Source: an optimization exercise on an open RTL-to-GDS flow (aim: small area). Production flows keep margins and buffers that such runs may drop. The RTL was checked by simulation tests, not by an equivalence proof against the original design. No driver is modelled on the clock port, so clocking that relies on it looks cheaper here than on a real chip. No activity file was given, so power comes from the tool's default toggle rates.

==> design/flow/design.v <==
module fir_filter(
    input              clk,
    input              n_rst,
    input  signed [7:0] din,
    output reg signed [7:0] dout
);
reg [7:0] d0;
reg [7:0] d1;
reg [7:0] d2;
reg [7:0] d3;
reg [7:0] d4;
reg [7:0] d5;
reg [7:0] d6;
reg [7:0] d7;
reg [7:0] d8;
reg [7:0] d9;
reg [7:0] d10;
reg [7:0] d11;
reg [7:0] d12;
reg [7:0] d13;
reg [15:0] m;
wire n1, n2, n3, n4, n5, n6, n7, n8, n9, n10, n11, n12, n13, n14, n15, n16, n17, n18, n19, n20, n21, n22, n23, n24, n25, n26, n27, n28, n29, n30, n31, n32, n33, n34, n35, n36, n37, n38, n39, n40, n41, n42, n43, n44, n45, n46, n47, n48, n49, n50, n51, n52, n53, n54, n55, n56, n57, n58, n59, n60, n61, n62, n63, n64, n65, n66, n67, n68, n69, n70, n71, n72, n73, n74, n75, n76, n77, n78, n79, n80, n81, n82, n83, n84, n85, n86, n87, n88, n89, n90, n91, n92, n93, n94, n95, n96, n97, n98, n99, n100, n101, n102, n103, n104, n105, n106, n107, n108, n109, n110, n111, n112, n113, n114, n115, n116, n117, n118, n119, n120, n121, n122, n123, n124, n125, n126, n127, n128, n129, n130, n131, n132, n133, n134, n135, n136, n137, n138, n139, n140, n141, n142, n143, n144, n145, n146, n147, n148, n149, n150, n151, n152, n153, n154, n155, n156, n157, n158, n159, n160, n161, n162, n163, n164, n165, n166, n167, n168, n169, n170, n171, n172, n173, n174, n175, n176, n177, n178, n179, n180, n181, n182, n183, n184, n185, n186, n187, n188, n189, n190, n191, n192, n193, n194, n195, n196, n197, n198, n199, n200, n201, n202, n203, n204, n205, n206, n207, n208, n209, n210, n211, n212, n213, n214, n215, n216, n217, n218, n219, n220, n221, n222, n223, n224, n225, n226, n227, n228, n229, n230, n231, n232, n233, n234, n235, n236, n237, n238, n239, n240, n241, n242, n243, n244, n245, n246, n247, n248, n249, n250, n251, n252, n253, n254, n255, n256, n257, n258, n259, n260, n261, n262, n263, n264, n265, n266, n267, n268, n269, n270, n271, n272, n273, n274, n275, n276, n277, n278, n279, n280, n281, n282, n283, n284, n285, n286, n287, n288, n289, n290, n291, n292, n293, n294, n295, n296, n297, n298, n299, n300, n301, n302, n303, n304, n305, n306, n307, n308, n309, n310, n311, n312, n313, n314, n315, n316, n317, n318, n319, n320, n321, n322, n323, n324, n325, n326, n328, n330, n332, n334, n336, n338, n340, n342, n344, n345, n346, n347, n348, n349, n350, n351, n352, n353, n354, n355, n356, n357, n358, n359, n360, n361, n362, n363, n364, n365, n366, n367, n368, n369, n370, n371, n372;
assign n1 = ~(d1[0] ^ d13[0]);
assign n2 = d1[0] | d13[0];
assign n3 = d1[1] ^ d13[1] ^ n2;
assign n4 = (d1[1] & d13[1]) | (n2 & (d1[1] ^ d13[1]));
assign n5 = d1[2] ^ d13[2] ^ n4;
assign n6 = (d1[2] & d13[2]) | (n4 & (d1[2] ^ d13[2]));
assign n7 = d1[3] ^ d13[3] ^ n6;
assign n8 = (d1[3] & d13[3]) | (n6 & (d1[3] ^ d13[3]));
assign n9 = d1[4] ^ d13[4] ^ n8;
assign n10 = (d1[4] & d13[4]) | (n8 & (d1[4] ^ d13[4]));
assign n11 = d1[5] ^ d13[5] ^ n10;
assign n12 = (d1[5] & d13[5]) | (n10 & (d1[5] ^ d13[5]));
assign n13 = d1[6] ^ d13[6];
assign n14 = d1[6] & d13[6];
assign n15 = d1[7] ^ d13[7] ^ n14;
assign n16 = (d1[7] & d13[7]) | (n14 & (d1[7] ^ d13[7]));
assign n17 = d2[0] ^ d12[0];
assign n18 = d2[0] & d12[0];
assign n19 = d2[1] ^ d12[1] ^ n18;
assign n20 = (d2[1] & d12[1]) | (n18 & (d2[1] ^ d12[1]));
assign n21 = d2[2] ^ d12[2] ^ n20;
assign n22 = (d2[2] & d12[2]) | (n20 & (d2[2] ^ d12[2]));
assign n23 = d2[3] ^ d12[3] ^ n22;
assign n24 = (d2[3] & d12[3]) | (n22 & (d2[3] ^ d12[3]));
assign n25 = d2[4] ^ d12[4] ^ n24;
assign n26 = (d2[4] & d12[4]) | (n24 & (d2[4] ^ d12[4]));
assign n27 = d2[5] ^ d12[5] ^ n26;
assign n28 = (d2[5] & d12[5]) | (n26 & (d2[5] ^ d12[5]));
assign n29 = d2[6] ^ d12[6] ^ n28;
assign n30 = (d2[6] & d12[6]) | (n28 & (d2[6] ^ d12[6]));
assign n31 = d2[7] ^ d12[7] ^ n30;
assign n32 = (d2[7] & d12[7]) | (n30 & (d2[7] ^ d12[7]));
assign n33 = d4[0] ^ d10[0];
assign n34 = d4[0] & d10[0];
assign n35 = d4[1] ^ d10[1] ^ n34;
assign n36 = (d4[1] & d10[1]) | (n34 & (d4[1] ^ d10[1]));
assign n37 = d4[2] ^ d10[2] ^ n36;
assign n38 = (d4[2] & d10[2]) | (n36 & (d4[2] ^ d10[2]));
assign n39 = d4[3] ^ d10[3] ^ n38;
assign n40 = (d4[3] & d10[3]) | (n38 & (d4[3] ^ d10[3]));
assign n41 = d4[4] ^ d10[4] ^ n40;
assign n42 = (d4[4] & d10[4]) | (n40 & (d4[4] ^ d10[4]));
assign n43 = d4[5] ^ d10[5] ^ n42;
assign n44 = (d4[5] & d10[5]) | (n42 & (d4[5] ^ d10[5]));
assign n45 = d4[6] ^ d10[6] ^ n44;
assign n46 = (d4[6] & d10[6]) | (n44 & (d4[6] ^ d10[6]));
assign n47 = d4[7] ^ d10[7] ^ n46;
assign n48 = (d4[7] & d10[7]) | (n46 & (d4[7] ^ d10[7]));
assign n49 = ~(d5[0] ^ d9[0]);
assign n50 = d5[0] | d9[0];
assign n51 = d5[1] ^ d9[1] ^ n50;
assign n52 = (d5[1] & d9[1]) | (n50 & (d5[1] ^ d9[1]));
assign n53 = d5[2] ^ d9[2] ^ n52;
assign n54 = (d5[2] & d9[2]) | (n52 & (d5[2] ^ d9[2]));
assign n55 = d5[3] ^ d9[3] ^ n54;
assign n56 = (d5[3] & d9[3]) | (n54 & (d5[3] ^ d9[3]));
assign n57 = d5[4] ^ d9[4] ^ n56;
assign n58 = (d5[4] & d9[4]) | (n56 & (d5[4] ^ d9[4]));
assign n59 = d5[5] ^ d9[5] ^ n58;
assign n60 = (d5[5] & d9[5]) | (n58 & (d5[5] ^ d9[5]));
assign n61 = d5[6] ^ d9[6] ^ n60;
assign n62 = (d5[6] & d9[6]) | (n60 & (d5[6] ^ d9[6]));
assign n63 = d5[7] ^ d9[7] ^ n62;
assign n64 = (d5[7] & d9[7]) | (n62 & (d5[7] ^ d9[7]));
assign n65 = d6[0] ^ d8[0];
assign n66 = d6[0] & d8[0];
assign n67 = d6[1] ^ d8[1] ^ n66;
assign n68 = (d6[1] & d8[1]) | (n66 & (d6[1] ^ d8[1]));
assign n69 = d6[2] ^ d8[2] ^ n68;
assign n70 = (d6[2] & d8[2]) | (n68 & (d6[2] ^ d8[2]));
assign n71 = d6[3] ^ d8[3] ^ n70;
assign n72 = (d6[3] & d8[3]) | (n70 & (d6[3] ^ d8[3]));
assign n73 = d6[4] ^ d8[4] ^ n72;
assign n74 = (d6[4] & d8[4]) | (n72 & (d6[4] ^ d8[4]));
assign n75 = d6[5] ^ d8[5] ^ n74;
assign n76 = (d6[5] & d8[5]) | (n74 & (d6[5] ^ d8[5]));
assign n77 = d6[6] ^ d8[6] ^ n76;
assign n78 = (d6[6] & d8[6]) | (n76 & (d6[6] ^ d8[6]));
assign n79 = d6[7] ^ d8[7] ^ n78;
assign n80 = (d6[7] & d8[7]) | (n78 & (d6[7] ^ d8[7]));
assign n81 = ~n17;
assign n82 = ~n19;
assign n83 = ~n21;
assign n84 = ~n23;
assign n85 = ~n25;
assign n86 = ~n27;
assign n87 = ~n29;
assign n88 = ~n31;
assign n89 = ~n32;
assign n90 = ~(n33 ^ n81);
assign n91 = n33 | n81;
assign n92 = n35 ^ n82 ^ n91;
assign n93 = (n35 & n82) | (n91 & (n35 ^ n82));
assign n94 = n37 ^ n83 ^ n93;
assign n95 = (n37 & n83) | (n93 & (n37 ^ n83));
assign n96 = n39 ^ n84 ^ n95;
assign n97 = (n39 & n84) | (n95 & (n39 ^ n84));
assign n98 = n41 ^ n85 ^ n97;
assign n99 = (n41 & n85) | (n97 & (n41 ^ n85));
assign n100 = n43 ^ n86 ^ n99;
assign n101 = (n43 & n86) | (n99 & (n43 ^ n86));
assign n102 = n45 ^ n87 ^ n101;
assign n103 = (n45 & n87) | (n101 & (n45 ^ n87));
assign n104 = n47 ^ n88 ^ n103;
assign n105 = (n47 & n88) | (n103 & (n47 ^ n88));
assign n106 = n48 ^ n89 ^ n105;
assign n107 = (n48 & n89) | (n105 & (n48 ^ n89));
assign n108 = ~d7[0];
assign n109 = ~d7[1];
assign n110 = ~d7[2];
assign n111 = ~d7[3];
assign n112 = ~d7[4];
assign n113 = ~d7[5];
assign n114 = ~d7[6];
assign n115 = ~d7[7];
assign n116 = ~n1;
assign n117 = ~n3;
assign n118 = ~n5;
assign n119 = ~n7;
assign n120 = ~n9;
assign n121 = ~n11;
assign n122 = ~n12;
assign n123 = ~n15;
assign n124 = ~n16;
assign n125 = ~n13;
assign n126 = ~n65;
assign n127 = ~n67;
assign n128 = ~n69;
assign n129 = ~n71;
assign n130 = ~n73;
assign n131 = ~n75;
assign n132 = ~n77;
assign n133 = ~n79;
assign n134 = ~n80;
assign n135 = n109 ^ n65;
assign n136 = n109 & n65;
assign n137 = n110 ^ n136 ^ n90;
assign n138 = (n110 & n136) | (n90 & (n110 ^ n136));
assign n139 = n67 ^ n137;
assign n140 = n67 & n137;
assign n141 = n111 ^ n116 ^ n138;
assign n142 = (n111 & n116) | (n138 & (n111 ^ n116));
assign n143 = n69 ^ n92 ^ n140;
assign n144 = (n69 & n92) | (n140 & (n69 ^ n92));
assign n145 = n141 ^ n143;
assign n146 = n141 & n143;
assign n147 = n112 ^ n49 ^ n116;
assign n148 = (n112 & n49) | (n116 & (n112 ^ n49));
assign n149 = n81 ^ n126 ^ n117;
assign n150 = (n81 & n126) | (n117 & (n81 ^ n126));
assign n151 = n147 ^ n149 ^ n142;
assign n152 = (n147 & n149) | (n142 & (n147 ^ n149));
assign n153 = n71 ^ n94 ^ n144;
assign n154 = (n71 & n94) | (n144 & (n71 ^ n94));
assign n155 = n151 ^ n146 ^ n153;
assign n156 = (n151 & n146) | (n153 & (n151 ^ n146));
assign n157 = n113 ^ n33 ^ n51;
assign n158 = (n113 & n33) | (n51 & (n113 ^ n33));
assign n159 = n148 ^ n82 ^ n117;
assign n160 = (n148 & n82) | (n117 & (n148 ^ n82));
assign n161 = n127 ^ n157 ^ n118;
assign n162 = (n127 & n157) | (n118 & (n127 ^ n157));
assign n163 = n150 ^ n159 ^ n161;
assign n164 = (n150 & n159) | (n161 & (n150 ^ n159));
assign n165 = n152 ^ n73 ^ n96;
assign n166 = (n152 & n73) | (n96 & (n152 ^ n73));
assign n167 = n163 ^ n154 ^ n165;
assign n168 = (n163 & n154) | (n165 & (n163 ^ n154));
assign n169 = n156 ^ n100;
assign n170 = n156 & n100;
assign n171 = n114 ^ n49 ^ n35;
assign n172 = (n114 & n49) | (n35 & (n114 ^ n49));
assign n173 = n158 ^ n53 ^ n171;
assign n174 = (n158 & n53) | (n171 & (n158 ^ n53));
assign n175 = n83 ^ n118 ^ n128;
assign n176 = (n83 & n118) | (n128 & (n83 ^ n118));
assign n177 = n160 ^ n119 ^ n162;
assign n178 = (n160 & n119) | (n162 & (n160 ^ n119));
assign n179 = n173 ^ n175 ^ n164;
assign n180 = (n173 & n175) | (n164 & (n173 ^ n175));
assign n181 = n177 ^ n75 ^ n166;
assign n182 = (n177 & n75) | (n166 & (n177 ^ n75));
assign n183 = n98 ^ n179 ^ n168;
assign n184 = (n98 & n179) | (n168 & (n98 ^ n179));
assign n185 = n181 ^ n170 ^ n102;
assign n186 = (n181 & n170) | (n102 & (n181 ^ n170));
assign n187 = d7[0] ^ n115 ^ n65;
assign n188 = (d7[0] & n115) | (n65 & (d7[0] ^ n115));
assign n189 = n51 ^ n187 ^ n172;
assign n190 = (n51 & n187) | (n172 & (n51 ^ n187));
assign n191 = n37 ^ n55 ^ n189;
assign n192 = (n37 & n55) | (n189 & (n37 ^ n55));
assign n193 = n174 ^ n84 ^ n119;
assign n194 = (n174 & n84) | (n119 & (n174 ^ n84));
assign n195 = n129 ^ n176 ^ n178;
assign n196 = (n129 & n176) | (n178 & (n129 ^ n176));
assign n197 = n120 ^ n191 ^ n193;
assign n198 = (n120 & n191) | (n193 & (n120 ^ n191));
assign n199 = n180 ^ n195 ^ n197;
assign n200 = (n180 & n195) | (n197 & (n180 ^ n195));
assign n201 = n77 ^ n182 ^ n100;
assign n202 = (n77 & n182) | (n100 & (n77 ^ n182));
assign n203 = n199 ^ n184 ^ n201;
assign n204 = (n199 & n184) | (n201 & (n199 ^ n184));
assign n205 = ~(n104 ^ n186);
assign n206 = n104 | n186;
assign n207 = ~(d7[1] ^ n67);
assign n208 = d7[1] | n67;
assign n209 = n188 ^ n207 ^ n53;
assign n210 = (n188 & n207) | (n53 & (n188 ^ n207));
assign n211 = n190 ^ n39 ^ n209;
assign n212 = (n190 & n39) | (n209 & (n190 ^ n39));
assign n213 = n57 ^ n192 ^ n194;
assign n214 = (n57 & n192) | (n194 & (n57 ^ n192));
assign n215 = n85 ^ n120 ^ n130;
assign n216 = (n85 & n120) | (n130 & (n85 ^ n120));
assign n217 = n211 ^ n196 ^ n121;
assign n218 = (n211 & n196) | (n121 & (n211 ^ n196));
assign n219 = n198 ^ n213 ^ n215;
assign n220 = (n198 & n213) | (n215 & (n198 ^ n213));
assign n221 = n217 ^ n200 ^ n219;
assign n222 = (n217 & n200) | (n219 & (n217 ^ n200));
assign n223 = n79 ^ n102 ^ n202;
assign n224 = (n79 & n102) | (n202 & (n79 ^ n102));
assign n225 = n221 ^ n204 ^ n223;
assign n226 = (n221 & n204) | (n223 & (n221 ^ n204));
assign n227 = n206 ^ n106;
assign n228 = n206 & n106;
assign n229 = d7[2] ^ n125 ^ n208;
assign n230 = (d7[2] & n125) | (n208 & (d7[2] ^ n125));
assign n231 = n69 ^ n229 ^ n55;
assign n232 = (n69 & n229) | (n55 & (n69 ^ n229));
assign n233 = n210 ^ n41 ^ n212;
assign n234 = (n210 & n41) | (n212 & (n210 ^ n41));
assign n235 = n231 ^ n59 ^ n122;
assign n236 = (n231 & n59) | (n122 & (n231 ^ n59));
assign n237 = n214 ^ n86 ^ n121;
assign n238 = (n214 & n86) | (n121 & (n214 ^ n86));
assign n239 = n131 ^ n216 ^ n233;
assign n240 = (n131 & n216) | (n233 & (n131 ^ n216));
assign n241 = n218 ^ n235 ^ n220;
assign n242 = (n218 & n235) | (n220 & (n218 ^ n235));
assign n243 = n237 ^ n239 ^ n80;
assign n244 = (n237 & n239) | (n80 & (n237 ^ n239));
assign n245 = n222 ^ n241 ^ n243;
assign n246 = (n222 & n241) | (n243 & (n222 ^ n241));
assign n247 = n104 ^ n224 ^ n245;
assign n248 = (n104 & n224) | (n245 & (n104 ^ n224));
assign n249 = n107 ^ n226 ^ n228;
assign n250 = (n107 & n226) | (n228 & (n107 ^ n226));
assign n251 = ~(d7[3] ^ n125);
assign n252 = d7[3] | n125;
assign n253 = n251 ^ n123 ^ n230;
assign n254 = (n251 & n123) | (n230 & (n251 ^ n123));
assign n255 = n71 ^ n253 ^ n57;
assign n256 = (n71 & n253) | (n57 & (n71 ^ n253));
assign n257 = n232 ^ n43 ^ n122;
assign n258 = (n232 & n43) | (n122 & (n232 ^ n43));
assign n259 = n234 ^ n255 ^ n61;
assign n260 = (n234 & n255) | (n61 & (n234 ^ n255));
assign n261 = n236 ^ n87 ^ n132;
assign n262 = (n236 & n87) | (n132 & (n236 ^ n87));
assign n263 = n238 ^ n257 ^ n240;
assign n264 = (n238 & n257) | (n240 & (n238 ^ n257));
assign n265 = n259 ^ n242 ^ n261;
assign n266 = (n259 & n242) | (n261 & (n259 ^ n242));
assign n267 = n263 ^ n244 ^ n265;
assign n268 = (n263 & n244) | (n265 & (n263 ^ n244));
assign n269 = n246 ^ n106 ^ n267;
assign n270 = (n246 & n106) | (n267 & (n246 ^ n106));
assign n271 = n248 ^ n250;
assign n272 = n248 & n250;
assign n273 = d7[4] ^ n252 ^ n124;
assign n274 = (d7[4] & n252) | (n124 & (d7[4] ^ n252));
assign n275 = n123 ^ n273 ^ n254;
assign n276 = (n123 & n273) | (n254 & (n123 ^ n273));
assign n277 = n73 ^ n275 ^ n59;
assign n278 = (n73 & n275) | (n59 & (n73 ^ n275));
assign n279 = n256 ^ n45 ^ n258;
assign n280 = (n256 & n45) | (n258 & (n256 ^ n45));
assign n281 = n277 ^ n63 ^ n260;
assign n282 = (n277 & n63) | (n260 & (n277 ^ n63));
assign n283 = n88 ^ n133 ^ n262;
assign n284 = (n88 & n133) | (n262 & (n88 ^ n133));
assign n285 = n279 ^ n264 ^ n281;
assign n286 = (n279 & n264) | (n281 & (n279 ^ n264));
assign n287 = n266 ^ n283 ^ n107;
assign n288 = (n266 & n283) | (n107 & (n266 ^ n283));
assign n289 = n285 ^ n268 ^ n287;
assign n290 = (n285 & n268) | (n287 & (n285 ^ n268));
assign n291 = n270 ^ n272;
assign n292 = n270 & n272;
assign n293 = d7[5] ^ n124 ^ n274;
assign n294 = (d7[5] & n124) | (n274 & (d7[5] ^ n124));
assign n295 = n293 ^ n276 ^ n75;
assign n296 = (n293 & n276) | (n75 & (n293 ^ n276));
assign n297 = n61 ^ n278 ^ n295;
assign n298 = (n61 & n278) | (n295 & (n61 ^ n278));
assign n299 = n64 ^ n47 ^ n89;
assign n300 = (n64 & n47) | (n89 & (n64 ^ n47));
assign n301 = n134 ^ n280 ^ n297;
assign n302 = (n134 & n280) | (n297 & (n134 ^ n280));
assign n303 = n282 ^ n284 ^ n299;
assign n304 = (n282 & n284) | (n299 & (n282 ^ n284));
assign n305 = n301 ^ n286 ^ n303;
assign n306 = (n301 & n286) | (n303 & (n301 ^ n286));
assign n307 = n288 ^ n305 ^ n290;
assign n308 = (n288 & n305) | (n290 & (n288 ^ n305));
assign n309 = d7[6] ^ n294 ^ n77;
assign n310 = (d7[6] & n294) | (n77 & (d7[6] ^ n294));
assign n311 = n296 ^ n48 ^ n63;
assign n312 = (n296 & n48) | (n63 & (n296 ^ n48));
assign n313 = n298 ^ n309 ^ n300;
assign n314 = (n298 & n309) | (n300 & (n298 ^ n309));
assign n315 = n311 ^ n302 ^ n313;
assign n316 = (n311 & n302) | (n313 & (n311 ^ n302));
assign n317 = n304 ^ n306 ^ n315;
assign n318 = (n304 & n306) | (n315 & (n304 ^ n306));
assign n319 = d7[7] ^ n64 ^ n79;
assign n320 = (d7[7] & n64) | (n79 & (d7[7] ^ n64));
assign n321 = n310 ^ n312 ^ n319;
assign n322 = (n310 & n312) | (n319 & (n310 ^ n312));
assign n323 = n314 ^ n321 ^ n316;
assign n324 = (n314 & n321) | (n316 & (n314 ^ n321));
assign n325 = n80 ^ n320 ^ n322;
assign n326 = (n80 & n320) | (n322 & (n80 ^ n320));
assign n328 = n108 | n90;
assign n330 = (n135 & n328) | (n92 & (n135 ^ n328));
assign n332 = (n139 & n94) | (n330 & (n139 ^ n94));
assign n334 = (n96 & n332) | (n145 & (n96 ^ n332));
assign n336 = (n98 & n334) | (n155 & (n98 ^ n334));
assign n338 = (n167 & n336) | (n169 & (n167 ^ n336));
assign n340 = (n183 & n338) | (n185 & (n183 ^ n338));
assign n342 = (n203 & n205) | (n340 & (n203 ^ n205));
assign n344 = (n225 & n227) | (n342 & (n225 ^ n227));
assign n345 = m[0] ^ m[1] ^ m[2];
assign n346 = (m[0] & m[1]) | (m[2] & (m[0] ^ m[1]));
assign n347 = m[3] ^ m[4] ^ n346;
assign n348 = (m[3] & m[4]) | (n346 & (m[3] ^ m[4]));
assign n349 = m[5] ^ m[6] ^ n348;
assign n350 = (m[5] & m[6]) | (n348 & (m[5] ^ m[6]));
assign n351 = m[7] ^ m[8] ^ n350;
assign n352 = (m[7] & m[8]) | (n350 & (m[7] ^ m[8]));
assign n353 = m[9] ^ m[10] ^ n352;
assign n354 = (m[9] & m[10]) | (n352 & (m[9] ^ m[10]));
assign n355 = m[11] ^ m[12] ^ n354;
assign n356 = (m[11] & m[12]) | (n354 & (m[11] ^ m[12]));
assign n357 = ~(m[13] ^ m[14]);
assign n358 = m[13] | m[14];
assign n359 = n357 ^ n356;
assign n360 = n357 & n356;
assign n361 = m[15] ^ n358 ^ n360;
assign n362 = (m[15] & n358) | (n360 & (m[15] ^ n358));
assign n363 = ~n362;
assign n364 = n363 ^ n361;
assign n365 = n364 ? n361 : n347;
assign n366 = n364 ? n361 : n349;
assign n367 = n364 ? n361 : n351;
assign n368 = n364 ? n361 : n353;
assign n369 = n364 ? n361 : n355;
assign n370 = n364 ? n361 : n359;
assign n371 = n364 | n345;
assign n372 = ~din[7];
always @(posedge clk or negedge n_rst) begin
    if (!n_rst) begin
        d0 <= 8'h80;
        d1 <= 8'h80;
        d2 <= 8'h80;
        d3 <= 8'h80;
        d4 <= 8'h80;
        d5 <= 8'h80;
        d6 <= 8'h80;
        d7 <= 8'h80;
        d8 <= 8'h80;
        d9 <= 8'h80;
        d10 <= 8'h80;
        d11 <= 8'h80;
        d12 <= 8'h80;
        d13 <= 8'h80;
        m <= 16'ha000;
        dout <= 8'sd0;
    end else begin
        d0[0] <= din[0];
        d0[1] <= din[1];
        d0[2] <= din[2];
        d0[3] <= din[3];
        d0[4] <= din[4];
        d0[5] <= din[5];
        d0[6] <= din[6];
        d0[7] <= n372;
        d1[0] <= d0[0];
        d1[1] <= d0[1];
        d1[2] <= d0[2];
        d1[3] <= d0[3];
        d1[4] <= d0[4];
        d1[5] <= d0[5];
        d1[6] <= d0[6];
        d1[7] <= d0[7];
        d2[0] <= d1[0];
        d2[1] <= d1[1];
        d2[2] <= d1[2];
        d2[3] <= d1[3];
        d2[4] <= d1[4];
        d2[5] <= d1[5];
        d2[6] <= d1[6];
        d2[7] <= d1[7];
        d3[0] <= d2[0];
        d3[1] <= d2[1];
        d3[2] <= d2[2];
        d3[3] <= d2[3];
        d3[4] <= d2[4];
        d3[5] <= d2[5];
        d3[6] <= d2[6];
        d3[7] <= d2[7];
        d4[0] <= d3[0];
        d4[1] <= d3[1];
        d4[2] <= d3[2];
        d4[3] <= d3[3];
        d4[4] <= d3[4];
        d4[5] <= d3[5];
        d4[6] <= d3[6];
        d4[7] <= d3[7];
        d5[0] <= d4[0];
        d5[1] <= d4[1];
        d5[2] <= d4[2];
        d5[3] <= d4[3];
        d5[4] <= d4[4];
        d5[5] <= d4[5];
        d5[6] <= d4[6];
        d5[7] <= d4[7];
        d6[0] <= d5[0];
        d6[1] <= d5[1];
        d6[2] <= d5[2];
        d6[3] <= d5[3];
        d6[4] <= d5[4];
        d6[5] <= d5[5];
        d6[6] <= d5[6];
        d6[7] <= d5[7];
        d7[0] <= d6[0];
        d7[1] <= d6[1];
        d7[2] <= d6[2];
        d7[3] <= d6[3];
        d7[4] <= d6[4];
        d7[5] <= d6[5];
        d7[6] <= d6[6];
        d7[7] <= d6[7];
        d8[0] <= d7[0];
        d8[1] <= d7[1];
        d8[2] <= d7[2];
        d8[3] <= d7[3];
        d8[4] <= d7[4];
        d8[5] <= d7[5];
        d8[6] <= d7[6];
        d8[7] <= d7[7];
        d9[0] <= d8[0];
        d9[1] <= d8[1];
        d9[2] <= d8[2];
        d9[3] <= d8[3];
        d9[4] <= d8[4];
        d9[5] <= d8[5];
        d9[6] <= d8[6];
        d9[7] <= d8[7];
        d10[0] <= d9[0];
        d10[1] <= d9[1];
        d10[2] <= d9[2];
        d10[3] <= d9[3];
        d10[4] <= d9[4];
        d10[5] <= d9[5];
        d10[6] <= d9[6];
        d10[7] <= d9[7];
        d11[0] <= d10[0];
        d11[1] <= d10[1];
        d11[2] <= d10[2];
        d11[3] <= d10[3];
        d11[4] <= d10[4];
        d11[5] <= d10[5];
        d11[6] <= d10[6];
        d11[7] <= d10[7];
        d12[0] <= d11[0];
        d12[1] <= d11[1];
        d12[2] <= d11[2];
        d12[3] <= d11[3];
        d12[4] <= d11[4];
        d12[5] <= d11[5];
        d12[6] <= d11[6];
        d12[7] <= d11[7];
        d13[0] <= d12[0];
        d13[1] <= d12[1];
        d13[2] <= d12[2];
        d13[3] <= d12[3];
        d13[4] <= d12[4];
        d13[5] <= d12[5];
        d13[6] <= d12[6];
        d13[7] <= d12[7];
        m[0] <= n247;
        m[1] <= n249;
        m[2] <= n344;
        m[3] <= n269;
        m[4] <= n271;
        m[5] <= n289;
        m[6] <= n291;
        m[7] <= n292;
        m[8] <= n307;
        m[9] <= n317;
        m[10] <= n308;
        m[11] <= n318;
        m[12] <= n323;
        m[13] <= n325;
        m[14] <= n324;
        m[15] <= n326;
        dout[0] <= n371;
        dout[1] <= n365;
        dout[2] <= n366;
        dout[3] <= n367;
        dout[4] <= n368;
        dout[5] <= n369;
        dout[6] <= n370;
        dout[7] <= n363;
    end
end
endmodule
==> design/flow/flow/run.sh <==
#!/bin/bash
# Own layout flow: the standard synthesis (unchanged) fixes the registers;
# its combinational logic is then replaced by the equivalent hand-built
# full-adder netlist from gen4.py, and the standard ORFS flow lays it out.
set -uo pipefail
HERE=$(pwd)
RES=$HERE/orfs/results/$FLOW_PLATFORM/fir_filter/base
bash standard.sh synth > synth_std.log 2>&1 || { echo "standard synthesis failed"; exit 1; }
cp $RES/1_2_yosys.v std_synth.v
python3 flow/gen4.py flow/spec.json gen_rtl.v own_net.v > gen.log 2>&1
if python3 flow/inject.py std_synth.v own_net.v injected.v > inject.log 2>&1; then
  cp injected.v $RES/1_2_yosys.v
  rm -f $RES/1_synth.odb $RES/1_synth.sdc
  bash standard.sh synth > synth_odb.log 2>&1 || { echo "odb from injected netlist failed"; exit 1; }
else
  echo "register mismatch, keeping the standard netlist" | tee -a inject.log
fi
# clock tree: no dummy balancing loads, small clock buffers
export CTS_ARGS="-sink_clustering_enable -repair_clock_nets -dont_use_dummy_load -root_buf sky130_fd_sc_hd__clkbuf_8 -buf_list sky130_fd_sc_hd__clkbuf_4"
# port buffers: the smallest buffer cell
export BUFFER_PORTS_ARGS="-buffer_cell sky130_fd_sc_hd__buf_1"
export POST_CTS_TCL=$HERE/flow/post_cts.tcl
bash standard.sh > layout.log 2>&1
==> design/flow/flow/gen4.py <==
#!/usr/bin/env python3
"""Generator for fir_filter (13-tap symmetric FIR, sky130hd).

Writes two files describing the same circuit:
  * rtl  : plain Verilog (registers + assign statements), the version's RTL
  * net  : the same logic as sky130_fd_sc_hd cells (full/half adders etc.)

Structure (two pipeline stages after the sample delay line):
  d0..d13 : sample delay line, d0 = newest sample. Bit 7 of every sample
            register holds the inverted sign bit, so sample value
            x = {~r[7], r[6:0]} - 128 (reset value of r[7] is 1 -> x = 0).
  stage 1 : S = sum c[k] * d[k+1] (k = 0..12) built as a carry-save tree of
            full adders; columns 0..8 are summed completely, columns 9..17
            are kept as (up to) two rows in registers ma / mb.
  stage 2 : dout <= sat((ma + mb) >> 0)  (the rows hold S[17:9])
"""
import sys, json

AREA = {"fa_1": 20.0192, "ha_1": 12.512, "maj3_1": 10.0096, "and2_1": 6.256,
        "xor2_1": 8.7584, "xnor2_1": 8.7584, "or2_1": 6.256, "inv_1": 3.7536,
        "mux2_1": 11.2608, "dfrtp_1": 25.024, "conb_1": 3.7536, "nor2_1": 3.7536,
        "nand2_1": 3.7536, "dfstp_1": 26.2752, "a21oi_1": 5.0048, "o21ai_0": 5.0048,
        "mux2i_1": 10.0096, "xnor3_1": 22.5216, "xor3_1": 23.7728}
DLY = {"fa_s": 0.45, "fa_c": 0.38, "ha_s": 0.28, "ha_c": 0.20, "g": 0.12, "x2": 0.25, "o2": 0.20}
W = 18
CLKQ = 0.35

class Bit:
    __slots__ = ("net", "neg", "t")
    def __init__(s, net, neg=False, t=CLKQ):
        s.net, s.neg, s.t = net, neg, t

# cell functions as verilog expressions (for the RTL)
FUN = {
    "fa_1":   {"SUM": "{A} ^ {B} ^ {CIN}", "COUT": "({A} & {B}) | ({CIN} & ({A} ^ {B}))"},
    "ha_1":   {"SUM": "{A} ^ {B}", "COUT": "{A} & {B}"},
    "maj3_1": {"X": "({A} & {B}) | ({C} & ({A} ^ {B}))"},
    "and2_1": {"X": "{A} & {B}"},
    "or2_1":  {"X": "{A} | {B}"},
    "xor2_1": {"X": "{A} ^ {B}"},
    "xnor2_1": {"Y": "~({A} ^ {B})"},
    "inv_1":  {"Y": "~{A}"},
    "mux2_1": {"X": "{S} ? {A1} : {A0}"},
}
OUTS = {"SUM", "COUT", "X", "Y", "HI", "LO", "Q"}

class Builder:
    def __init__(s, spec):
        s.spec = spec
        s.cells = []
        s.n = 0
        s.K = 0
    def new(s):
        s.n += 1; return f"n{s.n}"
    def cell(s, typ, pins):
        s.cells.append([typ, pins])
    def fa(s, a, b, c):
        xs = [a, b, c]
        ks = [x for x in xs if x.net == "1'b1"]
        if ks:
            assert len(ks) == 1
            o = [x for x in xs if x.net != "1'b1"]
            return s.fa1(o[0], o[1])
        so, co = s.new(), s.new()
        s.cell("fa_1", {"A": a.net, "B": b.net, "CIN": c.net, "SUM": so, "COUT": co})
        t = max(a.t, b.t, c.t)
        return Bit(so, a.neg, t + DLY["fa_s"]), Bit(co, a.neg, t + DLY["fa_c"])
    def ha(s, a, b):
        if b.net == "1'b1": a, b = b, a
        if a.net == "1'b1":
            assert b.net != "1'b1"
            return s.inv(b), b
        so, co = s.new(), s.new()
        s.cell("ha_1", {"A": a.net, "B": b.net, "SUM": so, "COUT": co})
        t = max(a.t, b.t)
        return Bit(so, a.neg, t + DLY["ha_s"]), Bit(co, a.neg, t + DLY["ha_c"])
    def inv(s, a):
        y = s.new(); s.cell("inv_1", {"A": a.net, "Y": y})
        return Bit(y, a.neg, a.t + DLY["g"])
    def fa1(s, a, b):
        so, co = s.new(), s.new()
        s.cell("xnor2_1", {"A": a.net, "B": b.net, "Y": so})
        s.cell("or2_1", {"A": a.net, "B": b.net, "X": co})
        t = max(a.t, b.t)
        return Bit(so, False, t + DLY["x2"]), Bit(co, False, t + DLY["o2"])

    def ripple(s, bits_a, bits_b, lo, hi):
        """unsigned ripple add of positive bits in positions lo..hi (dicts pos->Bit);
        returns dict pos->Bit incl. carry at hi+1"""
        out = {}; c = None
        for p in range(lo, hi + 1):
            xs = [x for x in (bits_a.get(p), bits_b.get(p), c) if x is not None]
            if len(xs) == 3: sm, c = s.fa(*xs)
            elif len(xs) == 2: sm, c = s.ha(*xs)
            elif len(xs) == 1: sm, c = xs[0], None
            else: sm, c = None, None
            if sm is not None: out[p] = sm
        if c is not None: out[hi + 1] = c
        return out

    def ripple_cin(s, bits_a, bits_b, lo, hi):
        """ripple add with a carry-in of 1 at position lo"""
        out = {}; c = Bit("1'b1", False, 0.0)
        for p in range(lo, hi + 1):
            xs = [x for x in (bits_a.get(p), bits_b.get(p), c) if x is not None]
            if len(xs) == 3: sm, c = s.fa(*xs)
            elif len(xs) == 2: sm, c = s.ha(*xs)
            elif len(xs) == 1: sm, c = xs[0], None
            else: sm, c = None, None
            if sm is not None: out[p] = sm
        if c is not None: out[hi + 1] = c
        return out

    def column(s, p, cols, target):
        """reduce column p to `target` positive bits; carries to p+1"""
        col = cols.get(p, [])
        nxt = cols.setdefault(p + 1, [])
        while True:
            pos = sorted([b for b in col if not b.neg], key=lambda b: b.t)
            neg = sorted([b for b in col if b.neg], key=lambda b: b.t)
            if not neg and len(pos) <= target: break
            cand = []
            if len(neg) >= 3: cand.append((neg[2].t, "n"))
            if len(pos) >= 3 and (len(pos) + len(neg) > target + 1 or neg): cand.append((pos[2].t, "p"))
            if cand:
                cand.sort()
                grp = neg[:3] if cand[0][1] == "n" else pos[:3]
                for b in grp: col.remove(b)
                sm, cy = s.fa(*grp)
                col.append(sm); nxt.append(cy)
            elif neg:
                b = neg[0]; col.remove(b)
                nb = s.inv(b); nb.neg = False
                col.append(nb); s.K -= 1 << p
            elif len(pos) > target:
                if p in s.kbits:
                    s.kbits.discard(p)
                    sm, cy = s.fa1(pos[0], pos[1])
                else:
                    sm, cy = s.ha(pos[0], pos[1])
                    s.hacols = getattr(s, "hacols", []) + [p]
                col.remove(pos[0]); col.remove(pos[1]); col.append(sm); nxt.append(cy)
            else:
                break
        if p in s.kbits:
            s.kbits.discard(p)
            pos = sorted(col, key=lambda b: b.t)
            if s.spec.get("const_late") in (2, 3, 4):
                col.append(Bit("1'b1", False, 0.0))
            elif len(pos) == 0:
                col.append(Bit("1'b1", False, 0.0))
            elif len(pos) == 1:
                b = pos[0]; col.remove(b); col.append(s.inv(b)); nxt.append(b)
            else:
                sm, cy = s.fa1(pos[0], pos[1]); col.remove(pos[0]); col.remove(pos[1])
                col.append(sm); nxt.append(cy)
        cols[p] = col
        return col

    def build(s):
        spec = s.spec
        nodes = {}
        # sample j as unsigned {~s, x[6:0]}, value = u - 128
        for j in range(1, 14):
            nodes[f"x{j}"] = ({i: Bit(f"d{j}[{i}]") for i in range(8)}, -128)
        for name, (a, b), chunks, *popt in spec["pre"]:
            popt = popt[0] if popt else {}
            va, ka = nodes[a]; vb, kb = nodes[b]
            cins = popt.get("cin", [])   # chunk starts that take a carry-in of 1
            out = {}; extra = []
            lo = 0
            for hi in chunks:
                if lo in cins:
                    va = dict(va); va.setdefault(-1, None)
                    r = s.ripple_cin(va, vb, lo, hi)
                    ka -= 1 << lo
                else:
                    r = s.ripple(va, vb, lo, hi)
                for p, x in r.items():
                    if p in out: extra.append((p, x))
                    else: out[p] = x
                lo = hi + 1
            nodes[name] = (out, ka + kb, extra)
        comp = {}
        def cbit(x):
            if x.net not in comp: comp[x.net] = s.inv(x)
            return comp[x.net]
        for name, a, b in spec.get("sub", []):
            # name = a - b (ripple), a, b: pre-adder nodes (single row)
            assert not (len(nodes[a]) > 2 and nodes[a][2]) and not (len(nodes[b]) > 2 and nodes[b][2])
            va, ka = nodes[a][0], nodes[a][1]; vb, kb = nodes[b][0], nodes[b][1]
            w = max(max(va), max(vb)) + 1
            nb = {p: cbit(x) for p, x in vb.items()}
            for p in range(w):
                if p not in nb: nb[p] = None
            # a - b = a + ~b + 1 - 2^w  (b's bits complemented over w bits)
            vbc = {p: x for p, x in nb.items() if x is not None}
            r = s.ripple_cin(va, vbc, 0, w - 1)
            kconst = 0
            for p in range(w):
                if nb[p] is None: kconst += 1 << p   # ~0 = 1 at missing bits
            nodes[name] = (r, ka - kb + kconst + 1 - (1 << w) - 0, [])
            # value check: r = a_bits + ~b_bits(w) + 1 ; a - b = (a_bits+ka) - (b_bits+kb)
            # ~b_bits(w) = 2^w - 1 - b_bits  =>  a_bits - b_bits = r - 2^w
            nodes[name] = (r, ka - kb - (1 << w), [])
            if kconst:
                # missing positions were treated as absent: add them back as constant
                nodes[name] = (r, ka - kb - (1 << w) + kconst, [])
        for name, a, b, sh in spec.get("add", []):
            assert not (len(nodes[a]) > 2 and nodes[a][2]) and not (len(nodes[b]) > 2 and nodes[b][2])
            va, ka = nodes[a][0], nodes[a][1]; vb, kb = nodes[b][0], nodes[b][1]
            vbs = {p + sh: x for p, x in vb.items()}
            hi = max(max(va), max(vbs))
            r = s.ripple(va, vbs, 0, hi)
            nodes[name] = (r, ka + (kb << sh), [])
        cols = {}
        for nd, coef in spec["out"]:
            v = nodes[nd]
            vec, k = v[0], v[1]
            extra = v[2] if len(v) > 2 else []
            sh = abs(coef).bit_length() - 1
            assert abs(coef) == 1 << sh
            neg = coef < 0
            for p, x in list(vec.items()) + extra:
                if p + sh >= W: continue
                if neg:   # -b = ~b - 1
                    cols.setdefault(p + sh, []).append(cbit(x))
                    s.K -= 1 << (p + sh)
                else:
                    cols.setdefault(p + sh, []).append(x)
            s.K += coef * k
        # inversions of leftover negative bits (see column()) depend only on
        # the negative bit counts: account for them in K up front
        nn = {p: sum(1 for x in c if x.neg) for p, c in cols.items()}
        for p in range(W):
            n = nn.get(p, 0); f = 0
            while n >= 3: n -= 2; f += 1
            nn[p + 1] = nn.get(p + 1, 0) + f
            s.K -= n << p
        s.K %= 1 << W
        s.kbits = {p for p in range(W) if (s.K >> p) & 1}
        s.Kfinal = s.K
        cl = spec.get("const_late", False)
        if cl == 4:
            late = set(spec.get("late_cols", []))
            for p in [p for p in s.kbits if p not in late]:
                cols.setdefault(p, []).append(Bit("1'b1", False, 0.0))
                s.kbits.discard(p)
        elif not cl or cl == 3:
            lowmax = 9 if cl == 3 else W
            for p in [p for p in s.kbits if p < lowmax]:
                cols.setdefault(p, []).append(Bit("1'b1", False, 0.0))
                s.kbits.discard(p)
        s.Kpre = s.K; s.K = 0; s.Kinv = sum(0 for _ in ())
        s.rows = {}
        for p in range(W):
            tgt = 1 if p == W - 1 else 2
            s.column(p, cols, tgt)
        cols.pop(W, None)
        # carry of the low columns 0..8 into column 9 (only the carry is used)
        for p in range(9):
            col = cols.get(p, [])
            while len(col) >= 2:
                col.sort(key=lambda b: b.t)
                if len(col) >= 3:
                    sm, cy = s.fa(col[0], col[1], col[2]); col = col[3:] + [sm]
                else:
                    sm, cy = s.ha(col[0], col[1]); col = [sm]
                cols.setdefault(p + 1, []).append(cy)
            cols[p] = col
        # stage-1 carry-propagate where the bits are early enough: each
        # column so resolved needs one register instead of two
        bud = spec.get("res_budget", 0.0)
        for p in range(9, W):
            col = sorted(cols.get(p, []), key=lambda b: b.t)
            while len(col) >= 2:
                if len(col) >= 3:
                    t = col[2].t + DLY["fa_s"]
                    if t > bud: break
                    sm, cy = s.fa(col[0], col[1], col[2]); col = col[3:]
                else:
                    t = col[1].t + DLY["ha_s"]
                    if t > bud: break
                    sm, cy = s.ha(col[0], col[1]); col = col[2:]
                col.append(sm); col.sort(key=lambda b: b.t)
                if p + 1 < W: cols.setdefault(p + 1, []).append(cy)
            cols[p] = col
        for p in range(9, W):
            s.rows[p] = cols[p]
        return s

def stage2(b):
    """mid registers -> ripple -> sat -> dout"""
    mid = []   # (regname, src Bit, col)
    rows = b.rows
    cnt = {}
    for p in range(9, W):
        for x in rows[p]:
            mid.append((None, x, p))
    k = 0
    for i, (nm, x, p) in enumerate(mid):
        if x.net != "1'b1":
            mid[i] = (f"m[{k}]", x, p); k += 1
    # stage 2 ripple over registered bits
    cols = {}
    for nm, x, p in mid:
        cols.setdefault(p, []).append(Bit("1'b1", False, 0.0) if x.net == "1'b1" else Bit(nm, False, CLKQ))
    C = sum(1 << p for nm, x, p in mid if x.net == "1'b1")
    mid = [m for m in mid if m[1].net != "1'b1"]
    # reset values of the mid registers: their weighted sum plus the
    # constants must be 0 mod 2^W (S = 0 while the state is cleared)
    T = (-C) % (1 << W)
    best = None
    n = len(mid)
    import itertools
    # greedy over columns with carry: choose per column how many bits are set
    bycol = {}
    for i, (nm, x, p) in enumerate(mid): bycol.setdefault(p, []).append(i)
    def dfs(p, carry, chosen):
        nonlocal best
        if p == W:
            if best is None or len(chosen) < len(best): best = list(chosen)
            return
        idx = bycol.get(p, [])
        for k in range(len(idx) + 1):
            tot = carry + k
            if (tot & 1) != ((T >> p) & 1): continue
            dfs(p + 1, tot >> 1, chosen + idx[:k])
    dfs(9, 0, [])
    assert best is not None, "no reset encoding"
    b.setregs = set(mid[i][0] for i in best)
    S = {}
    for p in range(9, W):
        col = cols.get(p, [])
        while len(col) >= 2:
            col.sort(key=lambda x: x.t)
            if len(col) >= 3:
                sm, cy = b.fa(col[0], col[1], col[2]); col = col[3:] + [sm]
            else:
                if p == W - 1 and "1'b1" in (col[0].net, col[1].net):
                    sm = b.inv([x for x in col if x.net != "1'b1"][0]); cy = None
                else:
                    sm, cy = b.ha(col[0], col[1])
                col = [sm]
            if p + 1 < W and cy is not None: cols.setdefault(p + 1, []).append(cy)
        if not col: raise RuntimeError("empty column")
        S[p] = col[0]
    sb = lambda p: S[p].net
    ovf = b.new(); b.cell("xor2_1", {"A": sb(17), "B": sb(16), "X": ovf})
    dn = [None] * 8
    dn[7] = sb(17)
    for i in range(1, 7):
        y = b.new(); b.cell("mux2_1", {"A0": sb(9 + i), "A1": sb(16), "S": ovf, "X": y}); dn[i] = y
    y = b.new(); b.cell("or2_1", {"A": ovf, "B": sb(9), "X": y}); dn[0] = y
    # registers: (cell, regbit name, D net, reset value)
    regs = []
    for j in range(14):
        for i in range(8):
            if j == 0:
                src = "din[7]" if i == 7 else f"din[{i}]"
            else:
                src = f"d{j-1}[{i}]"
            regs.append(("dfstp_1" if i == 7 else "dfrtp_1", f"d{j}[{i}]", src))
    for nm, x, p in mid:
        regs.append(("dfstp_1" if nm in b.setregs else "dfrtp_1", nm, x.net))
    for i in range(8):
        regs.append(("dfrtp_1", f"dout[{i}]", dn[i]))
    # din[7] must be inverted into d0[7]
    y = b.new(); b.cell("inv_1", {"A": "din[7]", "Y": y})
    regs = [(c, r, (y if r == "d0[7]" else d)) for c, r, d in regs]
    prune(b, set(r[2] for r in regs))
    return regs, mid

def prune(b, roots):
    changed = True
    while changed:
        changed = False
        used = set(roots)
        for typ, pins in b.cells:
            for p, n in pins.items():
                if p not in OUTS: used.add(n)
        new = []
        for c in b.cells:
            typ, pins = c
            outs = [p for p in pins if p in OUTS]
            live = [p for p in outs if pins[p] in used]
            if not live:
                changed = True; continue
            if typ == "fa_1" and live == ["COUT"]:
                c[0] = "maj3_1"; c[1] = {"A": pins["A"], "B": pins["B"], "C": pins["CIN"], "X": pins["COUT"]}; changed = True
            elif typ == "ha_1" and live == ["COUT"]:
                c[0] = "and2_1"; c[1] = {"A": pins["A"], "B": pins["B"], "X": pins["COUT"]}; changed = True
            elif typ == "ha_1" and live == ["SUM"]:
                c[0] = "xor2_1"; c[1] = {"A": pins["A"], "B": pins["B"], "X": pins["SUM"]}; changed = True
            elif typ == "xnor2_1" and False:
                pass
            new.append(c)
        b.cells = new

def regs_decl(regs):
    """group register bits by vector name -> width"""
    vec = {}
    for c, r, d in regs:
        nm, idx = r[:-1].split("[")
        vec.setdefault(nm, []).append(int(idx))
    return {k: max(v) + 1 for k, v in vec.items()}

def vnet(n):
    # nets named like d3[2], m0[4] are register outputs (vectors)
    return n

def write_rtl(b, regs, path, header):
    L = [header.rstrip(), "module fir_filter(",
         "    input              clk,",
         "    input              n_rst,",
         "    input  signed [7:0] din,",
         "    output reg signed [7:0] dout",
         ");", ""]
    vec = regs_decl(regs)
    for nm, w in vec.items():
        if nm == "dout": continue
        L.append(f"reg [{w-1}:0] {nm};")
    nets = sorted({n for typ, pins in b.cells for p, n in pins.items() if p in OUTS},
                  key=lambda n: int(n[1:]))
    L.append("wire " + ", ".join(nets) + ";")
    L.append("")
    for typ, pins in b.cells:
        for op, expr in FUN[typ].items():
            if op in pins:
                L.append(f"assign {pins[op]} = " + expr.format(**pins) + ";")
    L.append("")
    L.append("always @(posedge clk or negedge n_rst) begin")
    L.append("    if (!n_rst) begin")
    for nm, w in vec.items():
        rv = 0
        for c, r, d in regs:
            rn, idx = r[:-1].split("[")
            if rn == nm and c == "dfstp_1": rv |= 1 << int(idx)
        L.append(f"        {nm} <= {w}'h{rv:x};" if nm != "dout" else f"        dout <= 8'sd0;")
    L.append("    end else begin")
    for c, r, d in regs:
        L.append(f"        {r} <= {d};")
    L.append("    end")
    L.append("end")
    L.append("")
    L.append("endmodule")
    open(path, "w").write("\n".join(L) + "\n")

def esc(n):
    if "[" in n and not n.startswith(("din[", "dout[")):
        return "\\" + n + " "
    return n

def write_net(b, regs, path):
    L = ["module fir_filter(clk, n_rst, din, dout);",
         "  input clk;", "  input n_rst;", "  input [7:0] din;", "  output [7:0] dout;"]
    wires = set()
    for typ, pins in b.cells:
        wires |= set(pins.values())
    for c, r, d in regs: wires.add(r); wires.add(d)
    wires.discard("1'b1")
    for w in sorted(wires):
        if w.startswith(("din[", "dout[")): continue
        L.append(f"  wire {esc(w)};")
    for i, (typ, pins) in enumerate(b.cells):
        ps = ", ".join(f".{p}({esc(n)})" for p, n in pins.items())
        L.append(f"  sky130_fd_sc_hd__{typ} g{i} ({ps});")
    for c, r, d in regs:
        rst = "SET_B" if c == "dfstp_1" else "RESET_B"
        L.append(f"  sky130_fd_sc_hd__{c} \\{r}$_DFF_PN{'1' if c == 'dfstp_1' else '0'}_  (.CLK(clk), .D({esc(d)}), .Q({esc(r)}), .{rst}(n_rst));")
    L.append("endmodule")
    open(path, "w").write("\n".join(L) + "\n")

def area(b, regs):
    comb = sum(AREA[c[0]] for c in b.cells)
    return comb, comb + sum(AREA[r[0]] for r in regs)

if __name__ == "__main__":
    spec = json.load(open(sys.argv[1]))
    b = Builder(spec).build()
    regs, mid = stage2(b)
    from collections import Counter
    cnt = Counter(c[0] for c in b.cells)
    comb, tot = area(b, regs)
    print(f"regs {len(regs)} mid {len(mid)} comb {comb:.1f} total {tot:.1f} "
          f"mid_t {max(x.t for _, x, _ in mid):.2f}", dict(cnt), file=sys.stderr)
    if len(sys.argv) > 3:
        write_rtl(b, regs, sys.argv[2], open(sys.argv[4]).read() if len(sys.argv) > 4 else "")
        write_net(b, regs, sys.argv[3])
==> design/flow/flow/inject.py <==
#!/usr/bin/env python3
"""Swap the combinational logic of the standard synthesis netlist for the
hand-built cell netlist made by gen4.py, keeping the standard synthesis's
registers: same instance names, same cell types, same count.

usage: inject.py STD_NETLIST OWN_NETLIST OUT_NETLIST
Exits non-zero (and writes nothing) if the registers do not match.
"""
import re, sys

FF = re.compile(r'^\s*sky130_fd_sc_hd__(df\w+)\s+\\(\S+)\$_DFF_(\w+)_\s*\(', re.M)

def regs(path):
    txt = open(path).read()
    out = {}
    for typ, bit, kind in FF.findall(txt):
        out[bit] = (typ, kind)
    return txt, out

std_txt, std = regs(sys.argv[1])
own_txt, own = regs(sys.argv[2])
base = lambda t: t.rsplit("_", 1)[0]
ok = True
if set(std) != set(own):
    print("register sets differ:", sorted(set(std) ^ set(own))[:20]); ok = False
for bit in set(std) & set(own):
    if base(std[bit][0]) != base(own[bit][0]) or std[bit][1] != own[bit][1]:
        print("register type differs:", bit, std[bit], own[bit]); ok = False
if not ok:
    sys.exit(1)

def fix(m):
    typ, bit, kind = m.group(1), m.group(2), m.group(3)
    styp, skind = std[bit]
    return m.group(0).replace("sky130_fd_sc_hd__" + typ, "sky130_fd_sc_hd__" + styp, 1)
out = FF.sub(fix, own_txt)
open(sys.argv[3], "w").write(out)
print(f"injected netlist with {len(std)} registers")
==> design/flow/flow/post_cts.tcl <==
# After CTS: clock buffers (clkbuf_4) that drive many flip-flops are
# upsized to clkbuf_8 so that every flip-flop clock pin keeps a clean slew.
set upsized 0
foreach inst [get_cells -filter "ref_name == sky130_fd_sc_hd__clkbuf_4"] {
  set out [get_pins -of_objects $inst -filter "direction == output"]
  set net [get_nets -of_objects $out]
  if { $net == "" } { continue }
  set sinks [llength [get_pins -of_objects $net -filter "direction == input"]]
  if { $sinks >= 10 } {
    replace_cell $inst sky130_fd_sc_hd__clkbuf_8
    incr upsized
  }
}
puts "post_cts: upsized $upsized clock buffers"
if { $upsized > 0 } {
  detailed_placement
  check_placement -verbose
  estimate_parasitics -placement
}
==> design/flow/flow/spec.json <==
{"pre": [["q0", ["x1", "x13"], [5, 7], {"cin": [0]}], ["q1", ["x2", "x12"], [7]], ["q3", ["x4", "x10"], [7]], ["q4", ["x5", "x9"], [7], {"cin": [0]}], ["q5", ["x6", "x8"], [7]]], "out": [["q4", 64], ["q4", 16], ["x7", 128], ["x7", -1], ["q3", 32], ["q1", -16], ["dd", 4], ["dd", 1], ["q0", -16], ["q0", -8], ["q5", 128], ["q5", -16], ["q5", 2]], "sub": [["dd", "q3", "q1"]], "const_late": 4, "late_cols": [0, 7, 9, 15]}
==> design/flow/standard.sh <==
#!/bin/bash
# synth_recipe.tcl (not shown) runs the flow's synth.tcl, then flattens the netlist and writes it again
# the make line also repeats each setting of config.mk as NAME=value (left out here)
make -C /OpenROAD-flow-scripts/flow DESIGN_CONFIG=/design/flow/config.mk WORK_HOME=/design/flow/orfs CLKGATE_MAP_FILE= SYNTH_SCRIPT=/design/flow/synth_recipe.tcl "${@:-finish}"
==> design/flow/config.mk <==
export PLATFORM = sky130hd
export DESIGN_NAME = fir_filter
export DESIGN_NICKNAME = fir_filter
export VERILOG_FILES = /design/flow/design.v
export SDC_FILE = /design/flow/constraint.sdc
export NUM_CORES = 4
export LEC_CHECK = 0
export CAP_MARGIN = 20
export CORE_MARGIN = 2
export CORE_UTILIZATION = 70
export SLEW_MARGIN = 20
==> design/flow/constraint.sdc <==
create_clock -name core_clock -period 6.0 [get_ports {clk}]
set_input_delay 1.2000 -clock core_clock [delete_from_list [all_inputs] [get_ports {clk}]]
set_output_delay 1.2000 -clock core_clock [all_outputs]
set_load 0.01 [all_outputs]
==> summary.txt <==
per-layer routing:
layer | vias up | track usage [%] | part of all wire, %
met1 | 1564 | 37.9 | 46
met2 | 65 | 35.6 | 48
met3 | 14 | 6.97 | 5.0
li1 | 1125 | - | -
met5 | - | 0 | 0
met4 | 0 | 8.73 | 1.6
cell type report:
class                      instances  area [sq um]  share of cell area [%]
clock buffer                      17           171                    2.41
inverter                          38           143                    2.00
multi-input combinational        178          3130                    43.9
sequential                       136          3420                    48.1
tap                              129           161                    2.27
timing repair buffer              20          96.3                    1.35
layout by cell type, fill, tap and decap left out, drive strengths merged:
master and n:
ha 12, maj3 8, dfstp 16, fa 135, buf 19, xnor2 7, xor2 1, inv 38
or2 9, clkbuf 18, dfrtp 120, mux2 6
where the power goes:
part           internal [mW]  total (mW)  switching [mW]
registers               1.13        1.20          0.0699
clock network          0.181       0.451           0.270
logic                   1.40        2.81            1.41
stage by stage:
step / cell area [sq um] / setup slack (ps)
3_5_place_dp: 6940 / 146
6_report: 7120 / 162
3_3_place_gp: 6940 / 250
5_1_grt: 7120 / 4.97
2_1_floorplan: 6690 / 402
how the worst max path moves through the flow:
stage | end | depth (start not counted) | startpoint | slack, ps
6_report | m[8] | 13 | d6[0] | 160
5_1_grt | m[8] | 14 | d2[0] | 5
3_5_place_dp | m[8] | 13 | d6[0] | 150
3_3_place_gp | m[8] | 13 | d6[0] | 250
2_1_floorplan | m[8] | 13 | d4[0] | 400
==> metrics.cfg <==
[sta]
clock_skew_ps=25.7
drv_slew=0
setup_viol=0
rsz0062_at_grt=no
setup_tns_ps=0
fin_crit_sh_pct=97.3
worst_hold_slack_ps=350
min_period_ps=5840
worst_pin_slew_ps=647
final_hold_viol_count=0
max_freq_mhz=171
maxSlewHeadroom_pct=56.9

[synth]
syn_area_sq_um=6690
avgSynthCellArea_sq_um=19.0
netlist_instances=352
syn-num-nets=509
ys_warn_count=1

[route]
avgRoutedWirePerCell_um=20.5
detail-route-antenna-nets=0
viasPerCell=5.34
drtPass1Iterations=6
wl_um=10600
vias=2768
drtIter0Drc=101
post-route-drc-count=0

[final_layout]
drive_gt1_share_pct=9.51
n_fill_cell=531
antenna_cells=0
final_core_utilization_pct=77.1
syn2layout_area_growth_pct=6.41
stdcell_count=518
largest_reg_flops=16
largest-register=m
fin_nets=548

[worst_setup_path]
worstPathArrival_ps=6120
r2r.worst_path.cells=13
worst_setup_path_end_kind=flop
cp_top_family=adder cells
cp_max_fo=3
timing.rr.start=d6[0]
r2r_slack_ps=160
cp_num_buf_inv=1
max_stage_delay_ps=670
crit_chain=ha_1 -> fa_1 -> fa_1 -> fa_1 -> fa_1 -> fa_1 -> fa_1 -> inv_1 -> fa_1 -> fa_1 -> fa_1 -> fa_1 -> fa_1
worstPathRequired_ps=6280
critical_path_class=flop to flop
worstReg2RegEnd=m[8]
cpMostUsedCell=fa_1
start_kind=flop
cp_slowest_cell=fa_1

[floorplanning]
floorplan.initialDensity_pct=72.4
dieArea_sq_um=10400
core_sq_um=9240
die-width_um=102
rows=35
die_h_um=102
ios=18

[outcome]
status=no timing/DRC/antenna violations

[clock_tree]
path_clk_slew_ps=80
clk_latency_ps=410
cts_tree=built
clock_sinks=136

[pwr]
finalPower_mw=4.46
peakVddDrop_mv=0.544
p_leak_nw=3.06
p_per_area_nw_per_um2=626

[grt]
grt_overflow=0
antenna_found_initial=0
grt_pass1_vias=3281
grt_max_degree=57
grt_usage_pct=24.7
grt_pass1_wl_um=17500

[placed_design]
gp_congestion=0.857
hpwl_um=8910
io_buffers=17
dp.cells=501

[run]
drv_cap=0

[hold_path]
hold_start=d11[3]
min_path_type=flop to flop
hold_path_end=d12[3]
min_path_cells=0

## separate check: timing with driven ports
How much do the figures lean on ideal ports? The routed layout below was timed once more, with nothing changed but the port constraints. Step 1 sets driving cells, clkbuf_16 on the clock port and buf_2 on the other inputs (assumed; they add their load-dependent delay and slew). Step 2 times the ports against the registers' clock, not the clock port: input delays grow and output delays shrink by t, the midpoint of the rising clock arrivals with the driver on. Slacks: ideal ports / drivers / drivers and shift; pairs: ideal ports / drivers.
t, ns: 0.432
setup slack, ns: 0.162 / 0.162 / 0.162
worst hold slack (ns): 0.350 / 0.350 / 0.350
worst setup path at the end: register to register
worst register clock-pin slew, ns: 0.09 / 0.09
After both steps this run still meets setup and hold. The setup slack of this run moves by 0.000 ns with the drivers and by 0.000 ns with both steps.
